What follows belongs to an exercise in optimizing a design on an open flow for small area, a short achievable clock period and few clock cycles per item; a production flow would make more cautious choices.
Where RTL was checked, it was by simulation tests only, not by an equivalence proof against the original.
No functional check of the RTL was part of run 6.
In runs 4 to 7 the design's own scripts or RTL, not TritonCTS, make the clock network.
No driver is modelled on the clock port, so clock power and skew are understated where the tree is cut down; a real chip needs a root buffer or a tree.
Power and IR drop assume default switching activity.

==> design.v <==
`timescale 1ns / 1ps
module Encoder(clk, reset, start, p_text, m_key, done, c_text);
    input clk, reset, start;
    input wire [63:0] p_text;
    input wire [79:0] m_key;
    output reg done;
    output wire [63:0] c_text;
    reg [63:0] t;
    reg [79:0] k;
    reg [4:0]  cnt;
    reg        busy;
    reg [3:0]  busy_k;
    reg [5:0]  idle_r;
    genvar i;
    wire [79:0] w = {k[66:0], k[79:67]};
    wire [3:0] ks;
    SBox uk (.x(w[3:0]), .y(ks));
    wire [4:0] rcx;
    generate for (i = 0; i < 5; i = i + 1) begin : rc
        C_xor2 u (.A(cnt[i]), .B(w[59+i]), .X(rcx[i]));
    end endgenerate
    wire [79:0] g = {w[79:64], rcx, w[58:4], ks};
    wire [79:0] kd;
    generate for (i = 0; i < 80; i = i + 1) begin : km
        wire n0, n1;
        C_nand2 u0 (.A(g[i]), .B(busy_k[i%2]), .Y(n0));
        C_nand2 u1 (.A(m_key[i]), .B(idle_r[i%2]), .Y(n1));
        C_nand2 u2 (.A(n0), .B(n1), .Y(kd[i]));
    end endgenerate
    wire [63:0] pn, y;
    generate for (i = 0; i < 64; i = i + 1) begin : yk
        C_nand2 u0 (.A(p_text[i]), .B(idle_r[2+i%2]), .Y(pn[i]));
        C_xnor2 u1 (.A(kd[i]), .B(pn[i]), .Y(y[i]));
    end endgenerate
    wire [63:0] b;
    generate for (i = 0; i < 16; i = i + 1) begin : sb
        SBoxG u (.x(t[4*i+3:4*i]), .en(busy_k[2+i%2]), .enn(idle_r[4+i%2]), .y(b[4*i+3:4*i]));
    end endgenerate
    wire [63:0] c, d;
    generate for (i = 0; i < 4; i = i + 1) begin : sh
        assign c[16*i+15:16*i] = {b[16*i+7:16*i+4], b[16*i+3:16*i],
                                  b[16*i+15:16*i+12], b[16*i+11:16*i+8]};
    end endgenerate
    assign d[15:0]  = {c[14:0],  c[15]};
    assign d[31:16] = {c[27:16], c[31:28]};
    assign d[47:32] = {c[40:32], c[47:41]};
    assign d[63:48] = {c[54:48], c[63:55]};
    wire [63:0] tn;
    wire [15:0] e2, e1, a3, a0;
    generate for (i = 0; i < 16; i = i + 1) begin : mx
        C_xor2 x0 (.A(d[32+i]), .B(d[i]),    .X(e2[i]));
        C_xor2 x1 (.A(d[48+i]), .B(d[16+i]), .X(e1[i]));
        C_xor2 x2 (.A(d[48+i]), .B(y[48+i]), .X(a3[i]));
        C_xor2 x3 (.A(d[i]),    .B(y[i]),    .X(a0[i]));
        C_xor2 x4 (.A(a3[i]),   .B(e2[i]),   .X(tn[48+i]));
        C_xor2 x5 (.A(e2[i]),   .B(y[32+i]), .X(tn[32+i]));
        C_xor2 x6 (.A(e1[i]),   .B(y[16+i]), .X(tn[16+i]));
        C_xor2 x7 (.A(a0[i]),   .B(e1[i]),   .X(tn[i]));
    end endgenerate
    assign c_text = t;
    integer j;
    always @(posedge clk) begin
        t <= tn;
        k <= kd;
        cnt <= busy ? cnt + 5'd1 : 5'd0;
        for (j = 0; j < 4; j = j + 1)
            busy_k[j] <= !reset && (busy_k[j] ? cnt != 5'd24 : start);
        for (j = 0; j < 6; j = j + 1)
            idle_r[j] <= reset || (idle_r[j] ? !start : cnt == 5'd24);
        if (reset) begin
            busy <= 1'b0;
            done <= 1'b0;
        end else if (!busy) begin
            done <= 1'b0;
            busy <= start;
        end else if (cnt == 5'd24) begin
            busy <= 1'b0;
            done <= 1'b1;
        end
    end
endmodule
module SBoxG(x, en, enn, y);
    input [3:0] x;
    input en, enn;
    output [3:0] y;
    wire _00_;
    wire _01_;
    wire _02_;
    wire _03_;
    wire _04_;
    wire _05_;
    wire _06_;
    wire _07_;
    wire _08_;
    wire _09_;
    wire _10_;
    wire _11_;
    wire _12_;
    wire _13_;
    wire _14_;
    wire _15_;
    wire _16_;
    wire _17_;
    wire _18_;
    C_inv g0 (.A(x[0]), .Y(_00_));
    C_inv g1 (.A(x[2]), .Y(_01_));
    C_inv g2 (.A(x[3]), .Y(_02_));
    C_nand2 g3 (.A(_00_), .B(_02_), .Y(_03_));
    C_nor2 g4 (.A(_01_), .B(_03_), .Y(_04_));
    C_nor2 g5 (.A(_00_), .B(_02_), .Y(_05_));
    C_nor2 g6 (.A(x[1]), .B(x[2]), .Y(_06_));
    C_nand2 g7 (.A(_05_), .B(_06_), .Y(_07_));
    C_o311a g8 (.A1(_05_), .A2(_06_), .A3(_04_), .B1(en), .C1(_07_), .X(y[2]));
    C_nand2 g9 (.A(_01_), .B(_05_), .Y(_08_));
    C_nand2 g10 (.A(x[1]), .B(x[2]), .Y(_09_));
    C_inv g11 (.A(_09_), .Y(_10_));
    C_o21ai g12 (.A1(_03_), .A2(_09_), .B1(en), .Y(_11_));
    C_a31oi g13 (.A1(_08_), .A2(_09_), .A3(_03_), .B1(_11_), .Y(y[1]));
    C_nor2 g14 (.A(_06_), .B(_10_), .Y(_12_));
    C_nor2 g15 (.A(x[0]), .B(_02_), .Y(_13_));
    C_o21ai g16 (.A1(_12_), .A2(_13_), .B1(en), .Y(_14_));
    C_a31oi g17 (.A1(_00_), .A2(x[3]), .A3(_12_), .B1(_14_), .Y(y[0]));
    C_o22ai g18 (.A1(x[2]), .A2(x[3]), .B1(x[1]), .B2(_02_), .Y(_15_));
    C_nand2 g19 (.A(_00_), .B(_15_), .Y(_16_));
    C_or2 g20 (.A(_00_), .B(_15_), .X(_17_));
    C_o21ai g21 (.A1(_02_), .A2(_09_), .B1(en), .Y(_18_));
    C_a31oi g22 (.A1(_09_), .A2(_17_), .A3(_16_), .B1(_18_), .Y(y[3]));
endmodule
module SBox(x, y);
    input [3:0] x;
    output [3:0] y;
    wire _00_;
    wire _01_;
    wire _02_;
    wire _03_;
    wire _04_;
    wire _05_;
    wire _06_;
    wire _07_;
    wire _08_;
    wire _09_;
    wire _10_;
    wire _11_;
    wire _12_;
    wire _13_;
    wire _14_;
    wire _15_;
    C_inv g0 (.A(x[0]), .Y(_15_));
    C_inv g1 (.A(x[2]), .Y(_00_));
    C_inv g2 (.A(x[1]), .Y(_01_));
    C_inv g3 (.A(x[3]), .Y(_02_));
    C_o22ai g4 (.A1(_01_), .A2(_02_), .B1(_00_), .B2(x[3]), .Y(_03_));
    C_nor2 g5 (.A(_00_), .B(_01_), .Y(_04_));
    C_inv g6 (.A(_04_), .Y(_05_));
    C_o22ai g7 (.A1(_02_), .A2(_05_), .B1(_15_), .B2(_03_), .Y(_06_));
    C_a31oi g8 (.A1(_15_), .A2(_05_), .A3(_03_), .B1(_06_), .Y(y[3]));
    C_nor2 g9 (.A(_15_), .B(_02_), .Y(_07_));
    C_nor2 g10 (.A(x[2]), .B(x[1]), .Y(_08_));
    C_nor2 g11 (.A(x[0]), .B(x[3]), .Y(_09_));
    C_nand2 g12 (.A(x[2]), .B(_09_), .Y(_10_));
    C_nor2 g13 (.A(_07_), .B(_08_), .Y(_11_));
    C_a32oi g14 (.A1(x[0]), .A2(x[3]), .A3(_08_), .B1(_10_), .B2(_11_), .Y(y[2]));
    C_a311oi g15 (.A1(x[0]), .A2(x[3]), .A3(_00_), .B1(_04_), .C1(_09_), .Y(_12_));
    C_a31oi g16 (.A1(_15_), .A2(_02_), .A3(_04_), .B1(_12_), .Y(y[1]));
    C_nor2 g17 (.A(_04_), .B(_08_), .Y(_13_));
    C_nor2 g18 (.A(x[0]), .B(_02_), .Y(_14_));
    C_xor2 g19 (.A(_13_), .B(_14_), .X(y[0]));
endmodule
module C_a311oi(A1, A2, A3, B1, C1, Y);
    input A1, A2, A3, B1, C1;
    output Y;
    assign Y = (~A1&~B1&~C1) | (~A2&~B1&~C1) | (~A3&~B1&~C1);
endmodule
module C_a31oi(A1, A2, A3, B1, Y);
    input A1, A2, A3, B1;
    output Y;
    assign Y = (~A1&~B1) | (~A2&~B1) | (~A3&~B1);
endmodule
module C_a32oi(A1, A2, A3, B1, B2, Y);
    input A1, A2, A3, B1, B2;
    output Y;
    assign Y = (~A1&~B1) | (~A1&~B2) | (~A2&~B1) | (~A3&~B1) | (~A2&~B2) | (~A3&~B2);
endmodule
module C_inv(A, Y);
    input A;
    output Y;
    assign Y = (~A);
endmodule
module C_nand2(A, B, Y);
    input A, B;
    output Y;
    assign Y = (~A) | (~B);
endmodule
module C_nor2(A, B, Y);
    input A, B;
    output Y;
    assign Y = (~A&~B);
endmodule
module C_o21ai(A1, A2, B1, Y);
    input A1, A2, B1;
    output Y;
    assign Y = (~A1&~A2) | (~B1);
endmodule
module C_o22ai(A1, A2, B1, B2, Y);
    input A1, A2, B1, B2;
    output Y;
    assign Y = (~B1&~B2) | (~A1&~A2);
endmodule
module C_o311a(A1, A2, A3, B1, C1, X);
    input A1, A2, A3, B1, C1;
    output X;
    assign X = (A1&B1&C1) | (A2&B1&C1) | (A3&B1&C1);
endmodule
module C_or2(A, B, X);
    input A, B;
    output X;
    assign X = (A) | (B);
endmodule
module C_xnor2(A, B, Y);
    input A, B;
    output Y;
    assign Y = (~A&~B) | (A&B);
endmodule
module C_xor2(A, B, X);
    input A, B;
    output X;
    assign X = (A&~B) | (~A&B);
endmodule
==> flow/run.sh <==
#!/bin/bash
# The standard layout, with plain buf_1 cells as the port buffers.
set -uo pipefail
export BUFFER_PORTS_ARGS="-buffer_cell sky130_fd_sc_hd__buf_1"
bash standard.sh > standard_flow.log 2>&1
==> standard.sh <==
#!/bin/bash
# synth_recipe.tcl (not shown) runs the flow's synth.tcl, then flattens the netlist and writes it again
# the make line also repeats each setting of config.mk as NAME=value (left out here)
make -C /OpenROAD-flow-scripts/flow DESIGN_CONFIG=/design/flow/config.mk WORK_HOME=/design/flow/orfs CLKGATE_MAP_FILE= SYNTH_SCRIPT=/design/flow/synth_recipe.tcl "${@:-finish}"
==> config.mk <==
export PLATFORM = sky130hd
export DESIGN_NAME = Encoder
export DESIGN_NICKNAME = Encoder
export VERILOG_FILES = /design/flow/design.v
export SDC_FILE = /design/flow/constraint.sdc
export NUM_CORES = 4
export LEC_CHECK = 0
export CAP_MARGIN = 20
export CORE_MARGIN = 2
export CORE_UTILIZATION = 55
export SETUP_SLACK_MARGIN = 1.8
export SLEW_MARGIN = 20
export SYNTH_HIERARCHICAL = 1
==> constraint.sdc <==
create_clock -name core_clock -period 3.5 [get_ports {clk}]
set_input_delay 0.7000 -clock core_clock [delete_from_list [all_inputs] [get_ports {clk}]]
set_output_delay 0.7000 -clock core_clock [all_outputs]
set_load 0.01 [all_outputs]
==> results of run 1 <==
-- power groups by stage --
stage          Sequential, µW  Clock [µW]  Combinational [µW]
5_1_grt                  3070        2020                4970
3_3_place_gp             2900           0                3710
6_report                 3010        1930                4560
4_1_cts                  2890        1940                4010
3_5_place_dp             2900           0                3780
2_1_floorplan            2990           0                2520
-- critical path, cell delays in order, from the launching register on --
cell and delay (ns):
dfxtp_2 0.35, nand2_1 0.18, inv_1 0.07, nor2_1 0.20
o21ai_1 0.12, a31oi_2 0.33, xor2_1 0.23, xor2_1 0.16
-- cell type report --
type / count / area [µm²] / area share
Sequential cell: 159 / 3260 / 0.304
Clock buffer: 20 / 457 / 0.0426
Clock inverter: 12 / 160 / 0.0150
Inverter: 72 / 275 / 0.0257
Timing Repair Buffer: 230 / 1030 / 0.0960
Tap cell: 184 / 230 / 0.0215
Multi-Input combinational cell: 855 / 5300 / 0.495
-- state kept, by name, summed over array words and instances (netlist names) --
name    flops
cnt         5
t          64
busy        1
busy_k      4
k          80
idle_r      4
done        1
-- timing repair --
item                                    in CTS  in global routing
endpoints found under the setup margin      70                 99
pin swaps                                    5                 28
gates resized for setup                     79                135
setup buffers                                3                  6
gates cloned                                 0                  0
-- stage by stage --
step	setup WS (ns)	hold WS (ns)	power, µW
floorplan	1.85	0.403	5520
global placement	1.59	0.406	6610
detailed placement	1.58	0.409	6680
global route	1.69	0.454	10100
CTS	1.76	0.425	8850
finish	1.77	0.426	9490
-- routing by layer --
metal  vias to the layer above  track usage
li1                       3968            -
met1                      3736        0.410
met2                       342        0.509
met3                        39       0.0722
met4                         0       0.0821
met5                         -            0
-- worst max-delay path by stage --
| stage | slack, ns | endpoint | depth (start not counted) |
|---|---|---|---|
| 2_1_floorplan | 1.85 | t[0]$_DFF_P_ | 5 |
| 3_3_place_gp | 1.59 | t[50]$_DFF_P_ | 5 |
| 3_5_place_dp | 1.58 | t[50]$_DFF_P_ | 5 |
| 4_1_cts | 1.76 | t[49]$_DFF_P_ | 7 |
| 5_1_grt | 1.69 | t[5]$_DFF_P_ | 7 |
| 6_report | 1.77 | t[5]$_DFF_P_ | 7 |
-- cell usage in the layout, fill, tap and decap left out, drive strengths merged, types with 35 or more instances in the layout --
cell type  count
nand2        387
nor2          92
o21ai         48
xor2         135
inv           73
buf          215
xnor2         64
clkbuf        35
dfxtp        159
a31oi         50
==> flow_metrics.tcl, run 1 <==
set metrics [dict create \
    outcome "no timing/DRC/antenna violations" \
    place_area_um2 9270 \
    critPathLaunchType "flop" \
    rr_endpoint "t[5]$_DFF_P_" \
    maxCapViolations 0 \
    yosysWarnings 7 \
    diodes 0 \
    fill_cells 1184 \
    clock_sinks 159 \
    fin_cells 1532 \
    final_layout_size_suffix_gt1_frac 0.174 \
    combPwrFrac 0.480 \
    holdCritStartpoint "k[65]$_DFF_P_" \
    clkPwrFrac 0.203 \
    drc 0 \
    synth.avg_cell_area_um2 7.52 \
    die_h_um 126 \
    antenna_found_initial 0 \
    holdBufCountCts 0 \
    final_util 0.737 \
    grt_usage 0.309 \
    die_w_um 126 \
    met3_length_um 2070 \
    switching_power_uw 4190 \
    ir_drop_v 0.000482 \
    highest_layer "met4" \
    fin_crit_ns 1.73 \
    finClkSkew_ns 0.00819 \
    final_antenna_net_count 0 \
    criticalPathCategory "reg -> reg" \
    powerDensity_nw_per_um2 886 \
    core_area_um2 14500 \
    worstReg2RegStart "t[13]$_DFF_P_" \
    worstRegToRegCells 7 \
    nNetsFinal 1484 \
    p_int_uw 5300 \
    firstDrtPassIters 6 \
    crit_fanout 5 \
    areaGrowthSynthToFinish_pct 30.7 \
    place.gp.congestion 0.868 \
    place_hpwl_um 18300 \
    placed_cells 1491 \
    cts_root_buf "clkbuf_16" \
    crit_arrival_ns 2.07 \
    drt_iter0_drc 716 \
    clock_path_buffers 2 \
    whs_path_depth 2 \
    wire_per_inst_um 16.7 \
    setup_viol 0 \
    power_frac_seq 0.317 \
    critPathRequiredTime_ns 3.84 \
    cts.clk_slew.worst_paths_ns 0.06 \
    cts_tree "yes" \
    rows 44 \
    crit_start "t[13]$_DFF_P_" \
    slew_headroom 0.688 \
    vias 8085 \
    synthCells 1089 \
    dr_wl_met2_um 12000 \
    die-area_um2 15900 \
    fin_crit_sh 0.493 \
    tns_ns 0 \
    routed_wl_um 25500 \
    rsz0062_at_grt "true" \
    cts_made_buffers 17 \
    min_to "k[78]$_DFF_P_" \
    initial_core_util 0.564 \
    grt_overflow 0 \
    grt_pass1_wl_um 38400 \
    p_sw_frac 0.441 \
    drt-met1-wl_um 11100 \
    hold_path.class "reg -> reg" \
    fmax_mhz 579 \
    drv_slew 0 \
    grt_pass1_vias 7524 \
    clock_latency_ns 0.42 \
    rrSetupSlack_ns 1.77 \
    synth.cell_area_um2 8190 \
    design_area_um2 10700 \
    leakagePower_uw 0.00504 \
    ios 212 \
    synth_fp_nets 1238 \
    grt_max_degree 43 \
    detail_route.vias_per_cell 5.28 \
    htree_levels 4 \
    tightest_slew_ns 0.468 \
    io_buffers 211 \
    cp-end-kind "flop" \
    hold_viol_final 0 \
]
Testbench counts, summed over its fixed seeds: cycles 13,312, items 512.
==> run 2: changes to the inputs <==
--- a/config.mk
+++ b/config.mk
@@ -8,5 +8,7 @@
 export CAP_MARGIN = 20
 export CORE_MARGIN = 2
-export CORE_UTILIZATION = 55
+export CORE_UTILIZATION = 40
+export CTS_CLUSTER_DIAMETER = 80
+export CTS_CLUSTER_SIZE = 25
 export SETUP_SLACK_MARGIN = 1.8
 export SLEW_MARGIN = 20
==> run 2 against run 1 <==
Effect of this change:
- still clean
- sequential power grew 2%
- core utilization shrank 21 points
- clock skew grew 0.00076 ns
==> flow_metrics.tcl, run 2 <==
set metrics [dict create \
    seq_area_um2 3270 \
    clock_latency_ns 0.43 \
    yosysWarnings 7 \
    place.gp.congestion 0.899 \
    crit_arrival_ns 1.00 \
    power_uw 9310 \
    outcome "no timing/DRC/antenna violations" \
    synth.avg_cell_area_um2 7.52 \
    cts.clk_slew.worst_paths_ns 0.06 \
    critPathRequiredTime_ns 2.80 \
    grt_usage 0.242 \
    multi_input_area_um2 5200 \
    final_common_cell "nand2_1" \
    grt_overflow 0 \
    powerDensity_nw_per_um2 871 \
    initial_core_util 0.406 \
    vias 8007 \
    cp-end-kind "primary output" \
    layout_common_cells "nand2_1 (379), buf_1 (158), xor2_1 (117)" \
    criticalPathCategory "reg -> out" \
    rsz0062_at_grt "true" \
    place_hpwl_um 20700 \
    crit_start "t[27]$_DFF_P_" \
    tightest_slew_ns 0.486 \
    die_w_um 147 \
    detail_route.vias_per_cell 4.95 \
    fill_cells 2023 \
    fin_crit_ns 1.70 \
    drt_iter0_drc 460 \
    tns_ns 0 \
    synth.cell_area_um2 8190 \
    setup_viol 0 \
    path_buf_inv 1 \
    cts_root_buf "clkbuf_16" \
    ir_drop_v 0.000434 \
    ios 212 \
    critical_path.top_delay_family "flip-flops" \
    cts_tree "yes" \
    htree_levels 4 \
    synthCells 1089 \
    cp.depth 1 \
    fin_cells 1617 \
    hold_viol_final 0 \
    crit_fanout 4 \
    rows 52 \
    hold_path.class "reg -> reg" \
    top_register "k" \
    die_h_um 147 \
    largest_reg_flops 80 \
    drc 0 \
    synth_fp_nets 1238 \
    die-area_um2 21600 \
    drv_slew 0 \
    cts_made_buffers 17 \
    finClkSkew_ns 0.00895 \
    grt_pass1_vias 7198 \
    slew_headroom 0.674 \
    maxCapViolations 0 \
    fmax_mhz 588 \
    clock_sinks 159 \
    clock_path_buffers 2 \
    grt_max_degree 43 \
    worstReg2RegStart "t[10]$_DFF_P_" \
    io_buffers 211 \
    largest_registers "k (80), t (64), cnt (5)" \
    diodes 0 \
    firstDrtPassIters 6 \
    routed_wl_um 27000 \
    antenna_found_initial 0 \
    grt_pass1_wl_um 39900 \
    critPathLaunchType "flop" \
    cp_slowest_stage_delay_ns 0.41 \
    wire_per_inst_um 16.7 \
    whs_path_depth 2 \
    placed_cells 1579 \
    worstRegToRegCells 7 \
    holdBufCountCts 0 \
    path_cells "buf_2" \
    leakagePower_uw 0.00505 \
    holdCritStartpoint "k[62]$_DFF_P_" \
    final_antenna_net_count 0 \
    core_area_um2 20200 \
    areaGrowthSynthToFinish_pct 30.5 \
    fin_crit_sh 0.486 \
    final_layout_size_suffix_gt1_frac 0.174 \
    nNetsFinal 1484 \
    slowest_stage "dfxtp_2" \
]
[run 2: cell types whose count changed in the layout (fill, tap and decap cells not counted), sizes merged]
cell      before  now
buf          215  226
clkbuf        35   24
clkinvlp       1    3
inv           73   72
bufinv         3    2
clkinv         7    6
[run 2: layout make-up]
type,instances,area share
clock buffers,20,0.0427
well taps,270,0.0316
inverters,72,0.0257
multi-input cells,855,0.487
repair buffers,230,0.0963
clock inverters,11,0.0109
flip-flops and latches,159,0.306
[run 2: tightest hold or removal path: stages, from the launching register on]
cell and delay, ns:
dfxtp_1 0.31, nand2_1 0.05, nand2_1 0.05
[run 2: routing by layer]
metal	share of wire	global-route usage	vias to the layer above	wire length (µm)
met2	0.46	0.401	325	12500
li1	-	-	3981	-
met1	0.45	0.327	3670	12100
met3	0.068	0.0419	31	1840
met4	0.017	0.0659	0	469
met5	0	0	-	0
[run 2: stage by stage]
stage / instance area (µm²) / setup slack (ns) / hold WS [ns] / util
4_1_cts: 10300 / 1.80 / 0.422 / 0.509
6_report: 10700 / 1.80 / 0.426 / 0.530
5_1_grt: 10700 / 1.73 / 0.447 / 0.530
2_1_floorplan: 8190 / 1.85 / 0.403 / -
3_5_place_dp: 9390 / 1.48 / 0.411 / 0.466
3_3_place_gp: 9390 / 1.54 / 0.408 / 0.466
[run 2: final timing paths]
check | end | slack [ns]
worst max-delay path | c_text[27] | 1.80
worst min-delay path | k[75]$_DFF_P_ | 0.43
worst max register to register | t[49]$_DFF_P_ | 1.86
worst min register to register | k[75]$_DFF_P_ | 0.43
[run 2: timing repair]
item / 4_1_cts / 5_1_grt
cloned: 0 / 0
setup endpoints to repair: 123 / 66
gates resized for setup: 127 / 84
pin swaps: 2 / 16
buffers inserted: 1 / 6
endpoints found under the hold margin: 0 / 0
[run 2: power breakdown]
| part | internal [µW] | switching [µW] |
|---|---|---|
| clock network | 1080 | 761 |
| logic | 1640 | 2750 |
| registers | 2460 | 613 |
==> run 3: changes to the inputs <==
--- a/config.mk
+++ b/config.mk
@@ -9,6 +9,4 @@
 export CORE_MARGIN = 2
 export CORE_UTILIZATION = 40
-export CTS_CLUSTER_DIAMETER = 80
-export CTS_CLUSTER_SIZE = 25
 export SETUP_SLACK_MARGIN = 1.8
 export SLEW_MARGIN = 20
==> run 3 against run 2 <==
Effect of this change:
- area after synthesis did not move
- largest cell class unchanged
- still clean
- sequential power barely moved
- flip-flop and latch count did not move
- count of clock-buffer cells in the layout did not move
- critical path depth did not move
- register-to-register slack barely moved
- first-iteration DRC count did not move
- setup slack did not move
- cell count did not move
==> flow_metrics.tcl, run 3 <==
set metrics [dict create \
    die-area_um2 21600 \
    rsz0062_at_grt "true" \
    rr_endpoint "t[49]$_DFF_P_" \
    synthCells 1089 \
    layout_common_cells "nand2_1 (379), buf_1 (158), xor2_1 (117)" \
    cp-end-kind "primary output" \
    grt_pass1_vias 7198 \
    hold_viol_final 0 \
    worstReg2RegStart "t[10]$_DFF_P_" \
    seq_area_um2 3270 \
    tightest_slew_ns 0.486 \
    core_area_um2 20200 \
    hold_path.class "reg -> reg" \
    clock_sinks 159 \
    grt_max_degree 43 \
    place.gp.congestion 0.899 \
    crit_fanout 4 \
    drt_iter0_drc 460 \
    htree_levels 4 \
    firstDrtPassIters 6 \
    place_area_um2 9390 \
    synth.avg_cell_area_um2 7.52 \
    yosysWarnings 7 \
    rrSetupSlack_ns 1.86 \
    leakagePower_uw 0.00505 \
    nNetsFinal 1484 \
    detail_route.vias_per_cell 4.95 \
    cts_tree "yes" \
    design_area_um2 10700 \
    fmax_mhz 588 \
    diodes 0 \
    final_antenna_net_count 0 \
    drc 0 \
    vias 8007 \
    path_cells "buf_2" \
    largest_registers "k (80), t (64), cnt (5)" \
    place_hpwl_um 20700 \
    powerDensity_nw_per_um2 871 \
    clock_latency_ns 0.43 \
    final_layout_size_suffix_gt1_frac 0.174 \
    ios 212 \
    setup_viol 0 \
    crit_arrival_ns 1.00 \
    areaGrowthSynthToFinish_pct 30.5 \
    tns_ns 0 \
    critPathLaunchType "flop" \
    fill_cells 2023 \
    io_buffers 211 \
    finClkSkew_ns 0.00895 \
    top_register "k" \
    synth_fp_nets 1238 \
    cts.clk_slew.worst_paths_ns 0.06 \
    min_to "k[75]$_DFF_P_" \
    slew_headroom 0.674 \
    cts_root_buf "clkbuf_16" \
    grt_use_met1 0.327 \
    outcome "no timing/DRC/antenna violations" \
    die_h_um 147 \
    grt.busiest_layer "met2" \
    synth.cell_area_um2 8190 \
    whs_path_depth 2 \
    criticalPathCategory "reg -> out" \
    cts_made_buffers 17 \
    grtUsageMet2 0.401 \
    globalRouteMet3Util 0.0419 \
    critPathRequiredTime_ns 2.80 \
    maxCapViolations 0 \
    grt_usage 0.242 \
    ir_drop_v 0.000434 \
    holdCritStartpoint "k[62]$_DFF_P_" \
    worstRegToRegCells 7 \
    rows 52 \
    cp_slowest_stage_delay_ns 0.41 \
    final_common_cell "nand2_1" \
    routed_wl_um 27000 \
    die_w_um 147 \
    path_buf_inv 1 \
    fin_crit_sh 0.486 \
    drv_slew 0 \
    slowest_stage "dfxtp_2" \
    fin_crit_ns 1.70 \
    grt_pass1_wl_um 39900 \
    antenna_found_initial 0 \
    critical_path.top_delay_family "flip-flops" \
    initial_core_util 0.406 \
    wire_per_inst_um 16.7 \
    multi_input_area_um2 5200 \
    largest_reg_flops 80 \
    clock_path_buffers 2 \
    grt_overflow 0 \
]
-- run 3: cell counts in the layout (fill, tap and decap cells not counted) --
Identical to the previous run, type by type.
-- run 3: layout make-up --
type | instances | share of cell area
multi-input cells | 855 | 0.487
flip-flops and latches | 159 | 0.306
repair buffers | 230 | 0.0963
clock buffers | 20 | 0.0427
well taps | 270 | 0.0316
inverters | 72 | 0.0257
clock inverters | 11 | 0.0109
-- run 3: per-layer routing --
metal  up-vias  share of wire
li1       3981              -
met1      3670           0.45
met2       325           0.46
met3        31          0.068
met4         0          0.017
met5         -              0
-- run 3: metrics by stage --
| step | worst slack (ns) | total power, µW | util | std cells | hold WS (ns) |
|---|---|---|---|---|---|
| finish | 1.80 | 9310 | 0.530 | 1617 | 0.426 |
| global route | 1.73 | 9880 | 0.530 | 1617 | 0.447 |
| CTS | 1.80 | 8880 | 0.509 | 1611 | 0.422 |
| detailed placement | 1.48 | 6760 | 0.466 | 1579 | 0.411 |
| global placement | 1.54 | 6710 | 0.466 | 1579 | 0.408 |
| floorplan | 1.85 | 5520 | - | 1089 | 0.403 |
-- run 3: power by group --
| group | switching, µW | internal (µW) | leakage [µW] |
|---|---|---|---|
| clock | 761 | 1080 | 0.000277 |
| sequential | 613 | 2460 | 0.00134 |
| combinational | 2750 | 1640 | 0.00343 |
| total | 4130 | 5180 | 0.00505 |
-- run 3: worst max path at each step --
stage	startpoint	end	slack, ns	depth (start not counted)
2_1_floorplan	busy_k[0]$_DFF_P_	t[0]$_DFF_P_	1.85	5
3_3_place_gp	busy_k[2]$_DFF_P_	t[44]$_DFF_P_	1.54	5
3_5_place_dp	busy_k[2]$_DFF_P_	t[26]$_DFF_P_	1.48	5
4_1_cts	k[70]$_DFF_P_	t[3]$_DFF_P_	1.80	9
5_1_grt	k[69]$_DFF_P_	t[3]$_DFF_P_	1.73	10
6_report	t[27]$_DFF_P_	c_text[27]	1.80	1
-- run 3: repair_timing --
action	4_1_cts	5_1_grt
resized for setup	127	84
hold buffers	0	0
endpoints found under the hold margin	0	0
pin swaps	2	16
buffers inserted	1	6
setup endpoints to repair	123	66
-- run 3: worst register-to-register path: stages (launching register included) --
cell and delay, ns:
dfxtp_2 0.36, nand2_2 0.13, inv_1 0.07, nor2_2 0.18, o21ai_1 0.14, a31oi_4 0.27
xor2_2 0.25, xor2_1 0.16
==> run 4: changes to the inputs <==
==> flow/run.sh (replaced) <==
#!/bin/bash
# The standard layout, with plain buf_1 cells as the port buffers and a
# hand-built two-level clock tree (flow/clock_tree.tcl) in place of TritonCTS.
set -uo pipefail
export BUFFER_PORTS_ARGS="-buffer_cell sky130_fd_sc_hd__buf_1"
export PRE_CTS_TCL="$PWD/flow/clock_tree.tcl"
bash standard.sh > standard_flow.log 2>&1
==> flow/clock_tree.tcl (new file) <==
# Sourced by ORFS's cts.tcl (PRE_CTS_TCL) after the placed design is loaded:
# builds a two-level clock tree (clock port -> 2 clkbuf_16 -> 8 clkbuf_16 ->
# flip-flops, each last-level buffer serving the flip-flops of one region),
# and replaces TritonCTS for this run.
source [file join [file dirname [info script]] clock_tree_lib.tcl]
manual_clock_tree2 1 2 2 4 sky130_fd_sc_hd__clkbuf_16 sky130_fd_sc_hd__clkbuf_16
set_propagated_clock [all_clocks]
rename clock_tree_synthesis tritoncts_not_used
proc clock_tree_synthesis { args } {
  puts "clock_tree_synthesis skipped: the clock tree was built by flow/clock_tree.tcl"
}
==> flow/clock_tree_lib.tcl (new file) <==
# Two-level clock tree: the clock port drives n1 buffers; each drives
# buffers that each drive the flip-flops of one region.
proc mt_split { items nx ny } {
  # items: list of {obj x y}; returns nx*ny groups split by x then by y
  set sx [lsort -integer -index 1 $items]
  set n [llength $sx]
  set groups {}
  for {set i 0} {$i < $nx} {incr i} {
    set col [lrange $sx [expr {$i * $n / $nx}] [expr {($i + 1) * $n / $nx - 1}]]
    set col [lsort -integer -index 2 $col]
    set m [llength $col]
    for {set j 0} {$j < $ny} {incr j} {
      lappend groups [lrange $col [expr {$j * $m / $ny}] [expr {($j + 1) * $m / $ny - 1}]]
    }
  }
  return $groups
}
proc mt_centroid { g } {
  set sx 0; set sy 0
  foreach s $g { set sx [expr {$sx + [lindex $s 1]}]; set sy [expr {$sy + [lindex $s 2]}] }
  return [list [expr {$sx / [llength $g]}] [expr {$sy / [llength $g]}]]
}
proc mt_buffer { name master x y innet outname } {
  set block [ord::get_db_block]
  set inst [odb::dbInst_create $block $master $name]
  $inst setLocation $x $y
  $inst setPlacementStatus PLACED
  set net [odb::dbNet_create $block $outname]
  $net setSigType CLOCK
  [$inst findITerm A] connect $innet
  [$inst findITerm X] connect $net
  return [list $inst $net]
}
proc manual_clock_tree2 { n1x n1y n2x n2y cell1 cell2 } {
  set block [ord::get_db_block]
  set db [ord::get_db]
  set clkNet [$block findNet clk]
  set m1 [$db findMaster $cell1]
  set m2 [$db findMaster $cell2]
  set sinks {}
  foreach it [$clkNet getITerms] {
    set loc [[$it getInst] getLocation]
    lappend sinks [list $it [lindex $loc 0] [lindex $loc 1]]
  }
  # level 2 groups
  set l2 {}
  set k 0
  foreach g [mt_split $sinks $n2x $n2y] {
    lassign [mt_centroid $g] cx cy
    lappend l2 [list $g $cx $cy $k]
    incr k
  }
  # level 1 groups of level 2 buffers
  set k1 0
  foreach g1 [mt_split $l2 $n1x $n1y] {
    lassign [mt_centroid $g1] cx cy
    lassign [mt_buffer "clkbuf_l1_$k1" $m1 $cx $cy $clkNet "clknet_l1_$k1"] i1 n1
    foreach e $g1 {
      lassign $e g x y k2
      lassign [mt_buffer "clkbuf_l2_$k2" $m2 $x $y $n1 "clknet_l2_$k2"] i2 n2
      foreach s $g {
        set it [lindex $s 0]
        $it disconnect
        $it connect $n2
      }
    }
    incr k1
  }
}
==> run 4 against run 3 <==
Effect of this change:
- design area shrank 3.8%
- largest power group unchanged
- sequential share of layout area grew 0.61 points
- critical endpoint is now c_text[13]
- sequential power shrank 2%
- via count shrank 0.89%
==> flow_metrics.tcl, run 4 <==
set metrics [dict create \
    areaGrowthSynthToFinish_pct 25.6 \
    firstDrtPassIters 6 \
    cp-end-kind "primary output" \
    grt_max_degree 43 \
    grt_pass1_vias 7135 \
    synth.cell_area_um2 8190 \
    critical_path.top_delay_family "flip-flops" \
    tns_ns 0 \
    path_buf_inv 1 \
    cp_slowest_stage_delay_ns 0.44 \
    critPathRequiredTime_ns 2.80 \
    wire_per_inst_um 16.9 \
    nNetsFinal 1477 \
    critPathLaunchType "flop" \
    final_layout_size_suffix_gt1_frac 0.0988 \
    drv_slew 0 \
    largest_registers "k (80), t (64), cnt (5)" \
    placed_cells 1579 \
    diodes 0 \
    grt_pass1_wl_um 39500 \
    whs_path_depth 2 \
    rows 52 \
    crit_arrival_ns 0.98 \
    finClkSkew_ns 0.0140 \
    setup_viol 0 \
    drt_iter0_drc 549 \
    place_hpwl_um 20700 \
    fin_cells 1596 \
    fmax_mhz 595 \
    rsz0062_at_grt "true" \
    place_area_um2 9390 \
    cts.clk_slew.worst_paths_ns 0.09 \
    synthCells 1089 \
    hold_viol_final 0 \
    die_h_um 147 \
    hold_path.class "reg -> reg" \
    rr_endpoint "t[3]$_DFF_P_" \
    power_uw 8490 \
    largest_reg_flops 80 \
    clock_latency_ns 0.32 \
    die_w_um 147 \
    vias 7936 \
    final_util 0.510 \
    initial_core_util 0.406 \
    grt_overflow 0 \
    slew_headroom 0.692 \
    layout_common_cells "nand2_1 (376), buf_1 (208), dfxtp_1 (140)" \
    fin_crit_sh 0.480 \
    crit_path_end "c_text[13]" \
    antenna_found_initial 0 \
    holdBufCountCts 0 \
    leakagePower_uw 0.00475 \
    routed_wl_um 26900 \
    synth.avg_cell_area_um2 7.52 \
    powerDensity_nw_per_um2 825 \
    die-area_um2 21600 \
    worstReg2RegStart "k[70]$_DFF_P_" \
    yosysWarnings 7 \
    outcome "no timing/DRC/antenna violations" \
    crit_fanout 4 \
    criticalPathCategory "reg -> out" \
    io_buffers 211 \
    synth_fp_nets 1238 \
    crit_start "t[13]$_DFF_P_" \
    top_register "k" \
    path_cells "buf_1" \
    core_area_um2 20200 \
    slowest_stage "dfxtp_1" \
    fill_cells 2065 \
    ir_drop_v 0.000284 \
    tightest_slew_ns 0.459 \
    worstRegToRegCells 9 \
    holdCritStartpoint "k[62]$_DFF_P_" \
    cp.depth 1 \
    detail_route.vias_per_cell 4.97 \
    design_area_um2 10300 \
    rrSetupSlack_ns 1.82 \
    place.gp.congestion 0.899 \
    fin_crit_ns 1.68 \
    drc 0 \
    grt_usage 0.232 \
    ios 212 \
    maxCapViolations 0 \
    final_common_cell "nand2_1" \
    final_antenna_net_count 0 \
]
## run 4: stage by stage
step | hold WS, ns | setup WS, ns
6_report | 0.427 | 1.82
5_1_grt | 0.451 | 1.74
4_1_cts | 0.425 | 1.75
3_5_place_dp | 0.411 | 1.48
3_3_place_gp | 0.408 | 1.54
2_1_floorplan | 0.403 | 1.85
## run 4: how the worst min path moves through the flow
stage	slack, ns	end
4_1_cts	0.42	k[75]$_DFF_P_
6_report	0.43	k[75]$_DFF_P_
2_1_floorplan	0.40	k[64]$_DFF_P_
3_5_place_dp	0.41	k[75]$_DFF_P_
5_1_grt	0.45	k[75]$_DFF_P_
3_3_place_gp	0.41	k[69]$_DFF_P_
## run 4: layout make-up
class / instances / area [µm²] / share of cell area
flip-flops and latches: 159 / 3210 / 0.312
repair buffers: 230 / 960 / 0.0932
inverters: 72 / 270 / 0.0263
plain buffers: 10 / 250 / 0.0243
multi-input cells: 855 / 5260 / 0.511
well taps: 270 / 338 / 0.0328
## run 4: per-layer routing
| layer | GRT usage | up-vias | part of all wire |
|---|---|---|---|
| met5 | 0 | - | 0 |
| met4 | 0.0327 | 0 | 0.019 |
| met3 | 0.0245 | 36 | 0.070 |
| met2 | 0.397 | 302 | 0.46 |
| met1 | 0.323 | 3648 | 0.45 |
| li1 | - | 3950 | - |
## run 4: where the power goes
part           switching [µW]  internal, µW
sequential                625          2390
combinational            2790          1590
clock                     589           514
total                    4000          4490
## run 4: what timing repair did
action                                  CTS  global route
setup buffers                             1             6
pin swaps                                 2            21
endpoints found under the setup margin   65            64
resized for setup                        37            86
==> run 5: changes to the inputs <==
==> flow/clock_tree.tcl (replaced) <==
# Sourced by ORFS's cts.tcl (PRE_CTS_TCL) after the placed design is loaded:
# builds a two-level clock tree (clock port -> 4 clkbuf_16 -> 8 clkbuf_16 ->
# flip-flops, each last-level buffer serving the flip-flops of one region),
# and replaces TritonCTS for this run.
source [file join [file dirname [info script]] clock_tree_lib.tcl]
manual_clock_tree2 2 2 2 4 sky130_fd_sc_hd__clkbuf_16 sky130_fd_sc_hd__clkbuf_16
set_propagated_clock [all_clocks]
rename clock_tree_synthesis tritoncts_not_used
proc clock_tree_synthesis { args } {
  puts "clock_tree_synthesis skipped: the clock tree was built by flow/clock_tree.tcl"
}
==> run 5 against run 4 <==
Effect of this change:
- still clean
- clock power grew 8%
- core utilization is 0.30 points higher
- area after synthesis unchanged
- largest cell class unchanged
==> flow_metrics.tcl, run 5 <==
set metrics [dict create \
    drt_iter0_drc 498 \
    final_antenna_net_count 0 \
    diodes 0 \
    finClkSkew_ns 0.0169 \
    path_buf_inv 1 \
    fin_cells 1598 \
    hold_path.class "reg -> reg" \
    placed_cells 1579 \
    crit_arrival_ns 1.84 \
    cp_slowest_stage_delay_ns 0.40 \
    place_hpwl_um 20700 \
    switching_power_uw 3990 \
    p_int_uw 4580 \
    p_sw_frac 0.466 \
    io_buffers 211 \
    core_area_um2 20200 \
    final_layout_size_suffix_gt1_frac 0.103 \
    outcome "no timing/DRC/antenna violations" \
    tightest_slew_ns 0.514 \
    drv_slew 0 \
    largest_reg_flops 80 \
    critPathRequiredTime_ns 3.67 \
    layout_common_cells "nand2_1 (377), buf_1 (210), dfxtp_1 (140)" \
    areaGrowthSynthToFinish_pct 26.4 \
    fin_crit_sh 0.477 \
    yosysWarnings 7 \
    synthCells 1089 \
    final_common_cell "nand2_1" \
    ir_drop_v 0.000292 \
    maxCapViolations 0 \
    cts.clk_slew.worst_paths_ns 0.09 \
    grt_overflow 0 \
    fmax_mhz 599 \
    power_frac_seq 0.354 \
    clkPwrFrac 0.138 \
    largest_registers "k (80), t (64), cnt (5)" \
    initial_core_util 0.406 \
    grt_max_degree 43 \
    die_w_um 147 \
    hold_viol_final 0 \
    synth_fp_nets 1238 \
    critPathLaunchType "flop" \
    clock_latency_ns 0.28 \
    holdBufCountCts 0 \
    die_h_um 147 \
    rows 52 \
    die-area_um2 21600 \
    powerDensity_nw_per_um2 828 \
    criticalPathCategory "reg -> reg" \
    setup_viol 0 \
    synth.avg_cell_area_um2 7.52 \
    drc 0 \
    wire_per_inst_um 16.9 \
    combPwrFrac 0.508 \
    critical_path.top_delay_family "XOR/XNOR gates" \
    cp-end-kind "flop" \
    detail_route.vias_per_cell 4.97 \
    routed_wl_um 27000 \
    fin_crit_ns 1.67 \
    grt_pass1_wl_um 39600 \
    path_cells "inv_1, nand2_1, nor2_1, o311a_1, xor2_2, xor2_1" \
    grt_pass1_vias 7185 \
    leakagePower_uw 0.00477 \
    slew_headroom 0.655 \
    top_register "k" \
    tns_ns 0 \
    ios 212 \
    crit_fanout 5 \
    grt_usage 0.232 \
    slowest_stage "dfxtp_1" \
    nNetsFinal 1479 \
    firstDrtPassIters 5 \
    rsz0062_at_grt "true" \
    vias 7935 \
    place.gp.congestion 0.899 \
    antenna_found_initial 0 \
    synth.cell_area_um2 8190 \
]
[run 5: power groups by stage]
stage	Sequential [µW]	Combinational [µW]	Clock (µW)
floorplan	2990	2520	0
global route	3080	4760	1280
finish	3030	4350	1190
global placement	2980	3730	0
CTS	2940	3940	1210
detailed placement	2970	3790	0
[run 5: stage by stage]
step | hold slack (ns) | util | power [µW] | setup slack, ns | instance area [µm²]
after CTS | 0.420 | 0.490 | 8090 | 1.73 | 9890
after detailed placement | 0.411 | 0.466 | 6760 | 1.48 | 9390
after global placement | 0.408 | 0.466 | 6710 | 1.54 | 9390
after global routing | 0.447 | 0.513 | 9120 | 1.74 | 10400
final | 0.422 | 0.513 | 8570 | 1.83 | 10400
after floorplan | 0.403 | - | 5520 | 1.85 | 8190
[run 5: path summary, 6_finish.rpt]
check / from / endpoint / slack (ns) / depth (start not counted)
hold / removal: k[62]$_DFF_P_ / k[75]$_DFF_P_ / 0.42 / 2
setup / recovery: t[8]$_DFF_P_ / t[51]$_DFF_P_ / 1.83 / 6
hold reg to reg: k[62]$_DFF_P_ / k[75]$_DFF_P_ / 0.42 / 2
setup reg to reg: t[8]$_DFF_P_ / t[51]$_DFF_P_ / 1.83 / 6
[run 5: cell type report]
cell class	count	area, µm²
fill	2064	9820
sequential	159	3210
multi-input combinational	855	5270
buffer	12	300
timing repair buffer	230	961
tap	270	338
inverter	72	275
[run 5: worst register-to-register path, cell delays in order (launching register included)]
cell	delay (ns)
dfxtp_1	0.40
inv_1	0.14
nand2_1	0.15
nor2_1	0.06
o311a_1	0.38
xor2_2	0.24
xor2_1	0.19
[run 5: layer usage]
metal | routed length [µm] | part of all wire | global-route usage | vias to the layer above
li1 | - | - | - | 3946
met5 | 0 | 0 | 0 | -
met2 | 12300 | 0.46 | 0.394 | 281
met1 | 12300 | 0.46 | 0.322 | 3673
met4 | 634 | 0.024 | 0.0452 | 0
met3 | 1710 | 0.064 | 0.0255 | 35
[run 5: timing repair]
item / in CTS / in global routing
cloned: 0 / 0
buffers inserted: 1 / 6
pin swaps: 3 / 26
setup endpoints to repair: 63 / 64
gates resized for setup: 34 / 95
==> run 6: changes to the inputs <==
--- a/design.v
+++ b/design.v
@@ -14,6 +14,6 @@
     genvar i;
     wire [79:0] w = {k[66:0], k[79:67]};
-    wire [3:0] ks;
-    SBox uk (.x(w[3:0]), .y(ks));
+    reg  [3:0] ks;
+    wire [3:0] ksd;
     wire [4:0] rcx;
     generate for (i = 0; i < 5; i = i + 1) begin : rc
@@ -22,4 +22,5 @@
     wire [79:0] g = {w[79:64], rcx, w[58:4], ks};
     wire [79:0] kd;
+    SBox uk (.x(kd[70:67]), .y(ksd));
     generate for (i = 0; i < 80; i = i + 1) begin : km
         wire n0, n1;
@@ -63,4 +64,5 @@
         t <= tn;
         k <= kd;
+        ks <= ksd;
         cnt <= busy ? cnt + 5'd1 : 5'd0;
         for (j = 0; j < 4; j = j + 1)
--- a/config.mk
+++ b/config.mk
@@ -9,5 +9,5 @@
 export CORE_MARGIN = 2
 export CORE_UTILIZATION = 40
-export SETUP_SLACK_MARGIN = 1.8
+export SETUP_SLACK_MARGIN = 1.9
 export SLEW_MARGIN = 20
 export SYNTH_HIERARCHICAL = 1
==> run 6 against run 5 <==
Effect of this change:
- sequential share of layout area decreased by 1.7 points
- core utilization increased by 4.5 points
- total power increased by 9.6%
- highest routed layer unchanged
- register-to-register slack improved by 0.09 ns
- design area increased by 8.8%
- critical path type is now reg -> out
- critical endpoint is now c_text[17]
- flip-flop and latch count unchanged
- still clean on timing, DRC and antenna
==> flow_metrics.tcl, run 6 <==
set metrics [dict create \
    layout_common_cells "nand2_1 (364), buf_1 (194), xor2_1 (103)" \
    routed_wl_um 30400 \
    tightest_slew_ns 0.510 \
    fin_crit_ns 1.59 \
    crit_start "t[17]$_DFF_P_" \
    maxCapViolations 0 \
    crit_fanout 4 \
    rrSetupSlack_ns 1.92 \
    fill_cells 1929 \
    slew_headroom 0.660 \
    io_buffers 211 \
    top_register "k" \
    fin_crit_sh 0.454 \
    worstReg2RegStart "idle_r[0]$_DFF_P_" \
    die-area_um2 21600 \
    whs_path_depth 2 \
    synth.cell_area_um2 8190 \
    ir_drop_v 0.000299 \
    diodes 0 \
    grt_overflow 0 \
    cts.clk_slew.worst_paths_ns 0.09 \
    power_uw 9390 \
    finClkSkew_ns 0.0145 \
    drt_iter0_drc 519 \
    hold_path.class "reg -> reg" \
    final_layout_size_suffix_gt1_frac 0.222 \
    critPathLaunchType "flop" \
    cp-end-kind "primary output" \
    rows 52 \
    grt_max_degree 35 \
    vias 8264 \
    min_to "k[78]$_DFF_P_" \
    hold_viol_final 0 \
    critical_path.top_delay_family "flip-flops" \
    largest_registers "k (76), t (64), cnt (5)" \
    placed_cells 1571 \
    crit_arrival_ns 0.89 \
    areaGrowthSynthToFinish_pct 37.5 \
    antenna_found_initial 0 \
    holdCritStartpoint "k[65]$_DFF_P_" \
    initial_core_util 0.406 \
    outcome "no timing/DRC/antenna violations" \
    leakagePower_uw 0.00512 \
    path_buf_inv 1 \
    critPathRequiredTime_ns 2.80 \
    place_hpwl_um 19900 \
    powerDensity_nw_per_um2 833 \
    rr_endpoint "t[0]$_DFF_P_" \
    tns_ns 0 \
    largest_reg_flops 76 \
    place.gp.congestion 0.847 \
    path_cells "clkbuf_2" \
    detail_route.vias_per_cell 5.05 \
    rsz0062_at_grt "true" \
    core_area_um2 20200 \
    criticalPathCategory "reg -> out" \
    wire_per_inst_um 18.6 \
    cp_slowest_stage_delay_ns 0.42 \
    ios 212 \
    yosysWarnings 7 \
    final_antenna_net_count 0 \
    clock_latency_ns 0.28 \
    drc 0 \
    drv_slew 0 \
    synthCells 1089 \
    die_h_um 147 \
    fin_cells 1637 \
    synth.avg_cell_area_um2 7.52 \
    synth_fp_nets 1238 \
    worstRegToRegCells 6 \
    die_w_um 147 \
    setup_viol 0 \
    final_common_cell "nand2_1" \
    slowest_stage "dfxtp_2" \
    grt_pass1_vias 7635 \
    fmax_mhz 630 \
    grt_usage 0.251 \
    firstDrtPassIters 5 \
    grt_pass1_wl_um 42000 \
    nNetsFinal 1518 \
]
==> run 6: metal layers <==
metal	track usage	wire length, µm	vias to the layer above
met4	0.0596	928	0
met2	0.429	14200	329
li1	-	-	4035
met1	0.341	13200	3838
met5	0	0	-
met3	0.0289	2030	62
==> run 6: worst max-delay path by stage <==
| stage | end | slack, ns | cells past startpoint |
|---|---|---|---|
| 6_report | c_text[17] | 1.91 | 1 |
| 5_1_grt | t[56]$_DFF_P_ | 1.85 | 6 |
| 4_1_cts | t[38]$_DFF_P_ | 1.82 | 6 |
| 3_5_place_dp | t[1]$_DFF_P_ | 1.23 | 5 |
| 3_3_place_gp | t[1]$_DFF_P_ | 1.20 | 5 |
| 2_1_floorplan | t[0]$_DFF_P_ | 1.97 | 4 |
==> run 6: worst register-to-register path: stages (launching register included) <==
cell	delay, ns
dfxtp_4	0.40
buf_4	0.21
nand2_1	0.08
nand2_1	0.09
xnor2_1	0.39
xor2_2	0.19
xor2_1	0.15
==> run 6: where the power goes <==
| group | switching (µW) | internal [µW] | leakage [µW] |
|---|---|---|---|
| Sequential | 697 | 2480 | 0.00135 |
| Combinational | 3070 | 1950 | 0.00362 |
| Clock | 584 | 614 | 0.000148 |
| Total | 4350 | 5040 | 0.00512 |
==> run 6: area by class of cell <==
class / count / area [µm²] / area share
multi-input combinational: 855 / 5600 / 0.497
sequential: 159 / 3310 / 0.294
timing repair buffer: 269 / 1440 / 0.127
tap: 270 / 338 / 0.0300
buffer: 12 / 300 / 0.0267
inverter: 72 / 283 / 0.0251
==> run 6: timing repair <==
item / CTS / global route
pin swaps: 22 / 51
setup buffers: 21 / 33
hold buffers: 0 / 0
resized for setup: 110 / 170
endpoints found under the setup margin: 83 / 97
==> run 6: through the flow <==
step	area [µm²]	hold slack (ns)	setup slack, ns	utilization
3_3_place_gp	9340	0.407	1.20	0.463
4_1_cts	10400	0.432	1.82	0.514
2_1_floorplan	8200	0.403	1.97	-
5_1_grt	11300	0.457	1.85	0.559
6_report	11300	0.431	1.91	0.559
3_5_place_dp	9340	0.411	1.23	0.463
==> run 7: changes to the inputs <==
==> design.v (replaced) <==
`timescale 1ns / 1ps
module Encoder(clk, reset, start, p_text, m_key, done, c_text);
    input clk, reset, start;
    input wire [63:0] p_text;
    input wire [79:0] m_key;
    output reg done;
    output wire [63:0] c_text;
    reg [63:0] t;
    reg [79:0] k;
    reg [4:0]  cnt;
    reg        busy;
    reg [1:0]  busy_k;
    reg [5:0]  idle_r;
    genvar i;
    wire [79:0] w = {k[66:0], k[79:67]};
    wire [3:0] ks;
    SBox uk (.x(w[3:0]), .y(ks));
    wire [4:0] rcx;
    generate for (i = 0; i < 5; i = i + 1) begin : rc
        C_xor2 u (.A(cnt[i]), .B(w[59+i]), .X(rcx[i]));
    end endgenerate
    wire [79:0] g = {w[79:64], rcx, w[58:4], ks};
    wire [79:0] kd;
    generate for (i = 0; i < 80; i = i + 1) begin : km
        wire n0, n1;
        C_nand2 u0 (.A(g[i]), .B(busy_k[i%2]), .Y(n0));
        C_nand2 u1 (.A(m_key[i]), .B(idle_r[i%2]), .Y(n1));
        C_nand2 u2 (.A(n0), .B(n1), .Y(kd[i]));
    end endgenerate
    wire [63:0] pn, y;
    generate for (i = 0; i < 64; i = i + 1) begin : yk
        C_nand2 u0 (.A(p_text[i]), .B(idle_r[2+i%2]), .Y(pn[i]));
        C_xnor2 u1 (.A(kd[i]), .B(pn[i]), .Y(y[i]));
    end endgenerate
    wire [63:0] b;
    generate for (i = 0; i < 16; i = i + 1) begin : sb
        SBoxG u (.x(t[4*i+3:4*i]), .enn(idle_r[4+i%2]), .y(b[4*i+3:4*i]));
    end endgenerate
    wire [63:0] c, d;
    generate for (i = 0; i < 4; i = i + 1) begin : sh
        assign c[16*i+15:16*i] = {b[16*i+7:16*i+4], b[16*i+3:16*i],
                                  b[16*i+15:16*i+12], b[16*i+11:16*i+8]};
    end endgenerate
    assign d[15:0]  = {c[14:0],  c[15]};
    assign d[31:16] = {c[27:16], c[31:28]};
    assign d[47:32] = {c[40:32], c[47:41]};
    assign d[63:48] = {c[54:48], c[63:55]};
    wire [63:0] tn;
    wire [15:0] e2, e1, a3, a0;
    generate for (i = 0; i < 16; i = i + 1) begin : mx
        C_xor2 x0 (.A(d[32+i]), .B(d[i]),    .X(e2[i]));
        C_xor2 x1 (.A(d[48+i]), .B(d[16+i]), .X(e1[i]));
        C_xor2 x2 (.A(d[48+i]), .B(y[48+i]), .X(a3[i]));
        C_xor2 x3 (.A(d[i]),    .B(y[i]),    .X(a0[i]));
        C_xor2 x4 (.A(a3[i]),   .B(e2[i]),   .X(tn[48+i]));
        C_xor2 x5 (.A(e2[i]),   .B(y[32+i]), .X(tn[32+i]));
        C_xor2 x6 (.A(e1[i]),   .B(y[16+i]), .X(tn[16+i]));
        C_xor2 x7 (.A(a0[i]),   .B(e1[i]),   .X(tn[i]));
    end endgenerate
    assign c_text = t;
    integer j;
    always @(posedge clk) begin
        t <= tn;
        k <= kd;
        cnt <= busy ? cnt + 5'd1 : 5'd0;
        for (j = 0; j < 2; j = j + 1)
            busy_k[j] <= !reset && (busy_k[j] ? cnt != 5'd24 : start);
        for (j = 0; j < 6; j = j + 1)
            idle_r[j] <= reset || (idle_r[j] ? !start : cnt == 5'd24);
        if (reset) begin
            busy <= 1'b0;
            done <= 1'b0;
        end else if (!busy) begin
            done <= 1'b0;
            busy <= start;
        end else if (cnt == 5'd24) begin
            busy <= 1'b0;
            done <= 1'b1;
        end
    end
endmodule
module SBoxN(x, yn);
    input [3:0] x;
    output [3:0] yn;
    wire n03, a03, n01, a13, e03, x12, qn, f11, f20, f31, f30;
    C_nor2   g0 (.A(x[0]), .B(x[3]), .Y(n03));
    C_nand2  g1 (.A(x[0]), .B(x[3]), .Y(a03));
    C_nor2   g2 (.A(x[0]), .B(x[1]), .Y(n01));
    C_nand2  g3 (.A(x[1]), .B(x[3]), .Y(a13));
    C_xnor2  g4 (.A(x[0]), .B(x[3]), .Y(e03));
    C_xor2   g5 (.A(x[1]), .B(x[2]), .X(x12));
    C_nand2b g6 (.A_N(x[0]), .B(x[3]), .Y(qn));
    C_xor2   g7 (.A(x[1]), .B(n03), .X(f11));
    C_xor2   g8 (.A(x[1]), .B(a03), .X(f20));
    C_xnor2  g9 (.A(x[3]), .B(n01), .Y(f31));
    C_xor2   g10 (.A(x[0]), .B(a13), .X(f30));
    C_xor2   g11 (.A(x12), .B(qn), .X(yn[0]));
    C_mux2i  g12 (.A0(e03), .A1(f11), .S(x[2]), .Y(yn[1]));
    C_mux2i  g13 (.A0(f20), .A1(e03), .S(x[2]), .Y(yn[2]));
    C_mux2i  g14 (.A0(f30), .A1(f31), .S(x[2]), .Y(yn[3]));
endmodule
module SBoxG(x, enn, y);
    input [3:0] x;
    input enn;
    output [3:0] y;
    wire [3:0] yn;
    SBoxN s (.x(x), .yn(yn));
    C_nor2 g0 (.A(yn[0]), .B(enn), .Y(y[0]));
    C_nor2 g1 (.A(yn[1]), .B(enn), .Y(y[1]));
    C_nor2 g2 (.A(yn[2]), .B(enn), .Y(y[2]));
    C_nor2 g3 (.A(yn[3]), .B(enn), .Y(y[3]));
endmodule
module SBox(x, y);
    input [3:0] x;
    output [3:0] y;
    wire [3:0] yn;
    SBoxN s (.x(x), .yn(yn));
    C_inv g0 (.A(yn[0]), .Y(y[0]));
    C_inv g1 (.A(yn[1]), .Y(y[1]));
    C_inv g2 (.A(yn[2]), .Y(y[2]));
    C_inv g3 (.A(yn[3]), .Y(y[3]));
endmodule
module C_inv(A, Y);
    input A;
    output Y;
    assign Y = (~A);
endmodule
module C_mux2i(A0, A1, S, Y);
    input A0, A1, S;
    output Y;
    assign Y = (~A0&~S) | (~A1&S);
endmodule
module C_nand2(A, B, Y);
    input A, B;
    output Y;
    assign Y = (~A) | (~B);
endmodule
module C_nand2b(A_N, B, Y);
    input A_N, B;
    output Y;
    assign Y = (A_N) | (~B);
endmodule
module C_nor2(A, B, Y);
    input A, B;
    output Y;
    assign Y = (~A&~B);
endmodule
module C_xnor2(A, B, Y);
    input A, B;
    output Y;
    assign Y = (~A&~B) | (A&B);
endmodule
module C_xor2(A, B, X);
    input A, B;
    output X;
    assign X = (A&~B) | (~A&B);
endmodule
==> flow/clock_tree.tcl (replaced) <==
# Sourced by ORFS's cts.tcl (PRE_CTS_TCL) after the placed design is loaded:
# builds a two-level clock tree (clock port -> 2 clkbuf_16 -> 8 clkbuf_16 ->
# flip-flops, each last-level buffer serving the flip-flops of one region),
# and replaces TritonCTS for this run.
source [file join [file dirname [info script]] clock_tree_lib.tcl]
manual_clock_tree2 1 2 2 4 sky130_fd_sc_hd__clkbuf_16 sky130_fd_sc_hd__clkbuf_16
set_propagated_clock [all_clocks]
rename clock_tree_synthesis tritoncts_not_used
proc clock_tree_synthesis { args } {
  puts "clock_tree_synthesis skipped: the clock tree was built by flow/clock_tree.tcl"
}
--- a/config.mk
+++ b/config.mk
@@ -9,5 +9,5 @@
 export CORE_MARGIN = 2
 export CORE_UTILIZATION = 40
-export SETUP_SLACK_MARGIN = 1.9
+export SETUP_SLACK_MARGIN = 1.95
 export SLEW_MARGIN = 20
 export SYNTH_HIERARCHICAL = 1
==> run 7 against run 6 <==
Effect of this change:
- still clean on timing, DRC and antenna
- design area increased by 5.9%
- maximum frequency is 0.91% lower
- routed wire length is 6.8% lower
- critical endpoint is now t[3]$_DFF_P_
- largest cell class unchanged
- highest routed layer unchanged
==> flow_metrics.tcl, run 7 <==
set metrics [dict create \
    outcome "no timing/DRC/antenna violations" \
    grt_pass1_wl_um 40500 \
    detail_route.vias_per_cell 4.71 \
    grt_usage 0.237 \
    cp_slowest_stage_delay_ns 0.37 \
    cp-end-kind "flop" \
    synthArstFlopShare 0 \
    synth_top_area_cell "dfxtp_1" \
    initial_core_util 0.405 \
    synth.cell_area_um2 8490 \
    ir_drop_v 0.000312 \
    diodes 0 \
    maxCapViolations 0 \
    tns_ns 0 \
    synth_top_area_share 0.375 \
    yosysWarnings 7 \
    die_h_um 150 \
    cts.clk_slew.worst_paths_ns 0.08 \
    largest_reg_flops 80 \
    final_common_cell "nand2_1" \
    synth_cell_type_count 18 \
    place_hpwl_um 19500 \
    fin_crit_sh 0.458 \
    powerDensity_nw_per_um2 952 \
    ys_top_cells_by_area "dfxtp_1 (37%), xor2_1 (23%), nand2_1 (15%), xnor2_1 (10%), mux2i_1 (6.2%)" \
    rows 53 \
    power_uw 11400 \
    ys.flop_type "dfxtp_1" \
    ios 212 \
    nNetsFinal 1483 \
    wire_per_inst_um 17.7 \
    largest_registers "k (80), t (64), idle_r (6)" \
    fmax_mhz 624 \
    path_buf_inv 1 \
    criticalPathCategory "reg -> reg" \
    setup_viol 0 \
    routed_wl_um 28400 \
    leakagePower_uw 0.00549 \
    clock_latency_ns 0.31 \
    synth.avg_cell_area_um2 8.31 \
    die-area_um2 22400 \
    core_area_um2 21000 \
    vias 7573 \
    top_register "k" \
    slew_headroom 0.740 \
    tightest_slew_ns 0.390 \
    cp.depth 9 \
    critical_path.top_delay_family "XOR/XNOR gates" \
    fin_crit_ns 1.60 \
    grt_max_degree 35 \
    worstReg2RegStart "k[68]$_DFF_P_" \
    areaGrowthSynthToFinish_pct 40.5 \
    io_buffers 211 \
    critPathLaunchType "flop" \
    drt_iter0_drc 339 \
    synth_fp_nets 1171 \
    rr_endpoint "t[3]$_DFF_P_" \
    rsz0062_at_grt "true" \
    hold_viol_final 0 \
    holdBufCountCts 0 \
    layout_common_cells "nand2_1 (326), xor2_1 (187), buf_1 (147)" \
    antenna_found_initial 0 \
    synthCells 1022 \
    synth_most_common_cell "nand2_1" \
    netlist_top_cells_count "nand2_1 (340), xor2_1 (219), dfxtp_1 (159)" \
    ys_seq_elements 159 \
    hold_path.class "reg -> reg" \
    drv_slew 0 \
    worstRegToRegCells 9 \
    synth_edf_count 0 \
    slowest_stage "dfxtp_4" \
    firstDrtPassIters 5 \
    final_antenna_net_count 0 \
    crit_top_cell "xor2_1" \
    whs_path_depth 2 \
    grt_overflow 0 \
    critPathRequiredTime_ns 3.73 \
    crit_fanout 4 \
    path_cells "nor2_2, xnor2_1, mux2i_1, inv_1, nand2_1, nand2_2, xnor2_4, xor2_1, xor2_1" \
    rrSetupSlack_ns 1.90 \
    min_to "k[76]$_DFF_P_" \
    finClkSkew_ns 0.0121 \
    holdCritStartpoint "k[63]$_DFF_P_" \
    die_w_um 150 \
    grt_pass1_vias 7278 \
    final_layout_size_suffix_gt1_frac 0.260 \
    crit_arrival_ns 1.84 \
    drc 0 \
    yosysSeqAreaShare 0.375 \
    place.gp.congestion 0.837 \
]
==> run 7: cell types whose count changed in the layout (fill, tap and decap cells not counted), moves of 21 or more <==
cell,before,now
nor2_1,71,50
nand2_1,364,326
nor2_2,18,39
dfxtp_4,19,72
buf_4,40,66
buf_1,194,147
mux2i_1,2,51
dfxtp_2,42,1
xor2_1,103,187
inv_1,52,7
buf_6,3,63
a31oi_2,24,0
o21ai_1,45,0
xnor2_1,56,89
==> run 7: kinds of logic after synthesis <==
kind of cell	synth area share
AO/OA/AOI/OAI	0.00914
XOR/XNOR	0.327
adder cells (fa/ha/maj)	0.00295
buffers and inverters	0.00398
flip-flops	0.375
multiplexers	0.0625
AND/OR/NAND/NOR	0.219
==> run 7: worst max-delay path by stage <==
stage | startpoint | end | slack (ns)
after floorplan | idle_r[2]$_DFF_P_ | t[0]$_DFF_P_ | 1.98
after global placement | idle_r[2]$_DFF_P_ | t[52]$_DFF_P_ | 1.56
after detailed placement | idle_r[2]$_DFF_P_ | t[60]$_DFF_P_ | 1.51
after CTS | k[70]$_DFF_P_ | t[3]$_DFF_P_ | 1.92
after global routing | k[68]$_DFF_P_ | t[3]$_DFF_P_ | 1.82
final | k[68]$_DFF_P_ | t[3]$_DFF_P_ | 1.90
==> run 7: per-module statistics from Yosys (local to each module, per instance), a selection <==
module / area, µm² / cells inside / flops+latches
Encoder: 3450 / 198 / 159
C_mux2i: 10.0 / 1 / 0
C_xnor2: 8.76 / 1 / 0
C_xor2: 8.76 / 1 / 0
C_nand2b: 6.26 / 1 / 0
C_inv: 3.75 / 1 / 0
C_nand2: 3.75 / 1 / 0
C_nor2: 3.75 / 1 / 0
==> run 7: cell type report <==
cell class	instances	area, µm²
Buffer	10	250
Fill cell	1926	9020
Inverter	7	26.3
Multi-Input combinational cell	855	5860
Sequential cell	159	3450
Tap cell	275	344
Timing Repair Buffer	301	2000
==> run 7: worst register-to-register path: cells and delay by family (launching register included) <==
| kind | cells | cell delay, ns |
|---|---|---|
| flops | 1 | 0.37 |
| xor+xnor | 4 | 0.62 |
| buf+inv | 1 | 0.06 |
| simple gates | 3 | 0.31 |
| mux | 1 | 0.17 |
==> run 7: report_power, final <==
part / internal (µW) / switching, µW / total (µW)
Combinational: 3390 / 3340 / 6730
Sequential: 2650 / 894 / 3540
Clock: 514 / 575 / 1090
Total: 6550 / 4810 / 11400
==> run 7: repair_timing <==
action / in CTS / in global routing
setup endpoints to repair: 128 / 113
buffers inserted: 48 / 33
resized for setup: 288 / 130
pin swaps: 22 / 81
endpoints found under the hold margin: 0 / 0
==> run 7: stage by stage <==
step,worst slack (ns),util,std cells,hold WS (ns),instance area (µm²)
floorplan,1.98,-,1022,0.403,8490
global placement,1.56,0.462,1516,0.408,9690
detailed placement,1.51,0.462,1516,0.410,9690
CTS,1.92,0.529,1574,0.430,11100
global route,1.82,0.569,1607,0.453,11900
finish,1.90,0.569,1607,0.424,11900
==> run 7: routing by layer <==
metal | global-route usage | up-vias | wire length [µm] | part of all wire
li1 | - | 3772 | - | -
met1 | 0.305 | 3535 | 12200 | 0.43
met2 | 0.422 | 219 | 13800 | 0.49
met3 | 0.0290 | 47 | 1610 | 0.057
met4 | 0.0585 | 0 | 712 | 0.025
met5 | 0 | - | 0 | 0
Testbench counts of run 7, summed over its fixed seeds: cycles 13,312, items 512.

[what the ideal ports hide]
The results above use ideal ports. As a check the final layouts listed here were re-extracted and re-timed, cells and wires unchanged.
Step 1 sets driving cells, clkbuf_16 on the clock port and buf_2 on the other inputs (assumed; they add their load-dependent delay and slew).
Step 2 adds t to the input delays and takes it off the output delays; t is the mean of the earliest and latest rising clock arrival at the registers after step 1. Input paths then give back, and output paths get back, about the clock's delay inside the block.
Three values: ideal ports, drivers, drivers and shift; two values: the first two.
run | t (ns) | setup WS [ns] | hold slack, ns | clock arrival spread, ns
run 1 | 0.465 | 1.774 / 1.756 / 1.755 | 0.426 / 0.426 / 0.426 | 0.009 / 0.009
run 2 | 0.470 | 1.801 / 1.756 / 1.732 | 0.426 / 0.426 / 0.426 | 0.009 / 0.009
run 3 | 0.470 | 1.801 / 1.756 / 1.732 | 0.426 / 0.426 / 0.426 | 0.009 / 0.009
run 4 | 0.369 | 1.819 / 1.761 / 1.761 | 0.427 / 0.427 / 0.427 | 0.014 / 0.014
run 5 | 0.373 | 1.831 / 1.748 / 1.713 | 0.422 / 0.422 / 0.422 | 0.017 / 0.017
run 6 | 0.373 | 1.913 / 1.817 / 1.742 | 0.431 / 0.431 / 0.431 | 0.015 / 0.014
run 7 | 0.369 | 1.898 / 1.862 / 1.814 | 0.424 / 0.424 / 0.424 | 0.012 / 0.013
After both steps setup and hold are still met in every run listed. For run 6, which loses most, drivers alone change the setup slack by -0.096 ns; drivers and shift together by -0.171 ns.
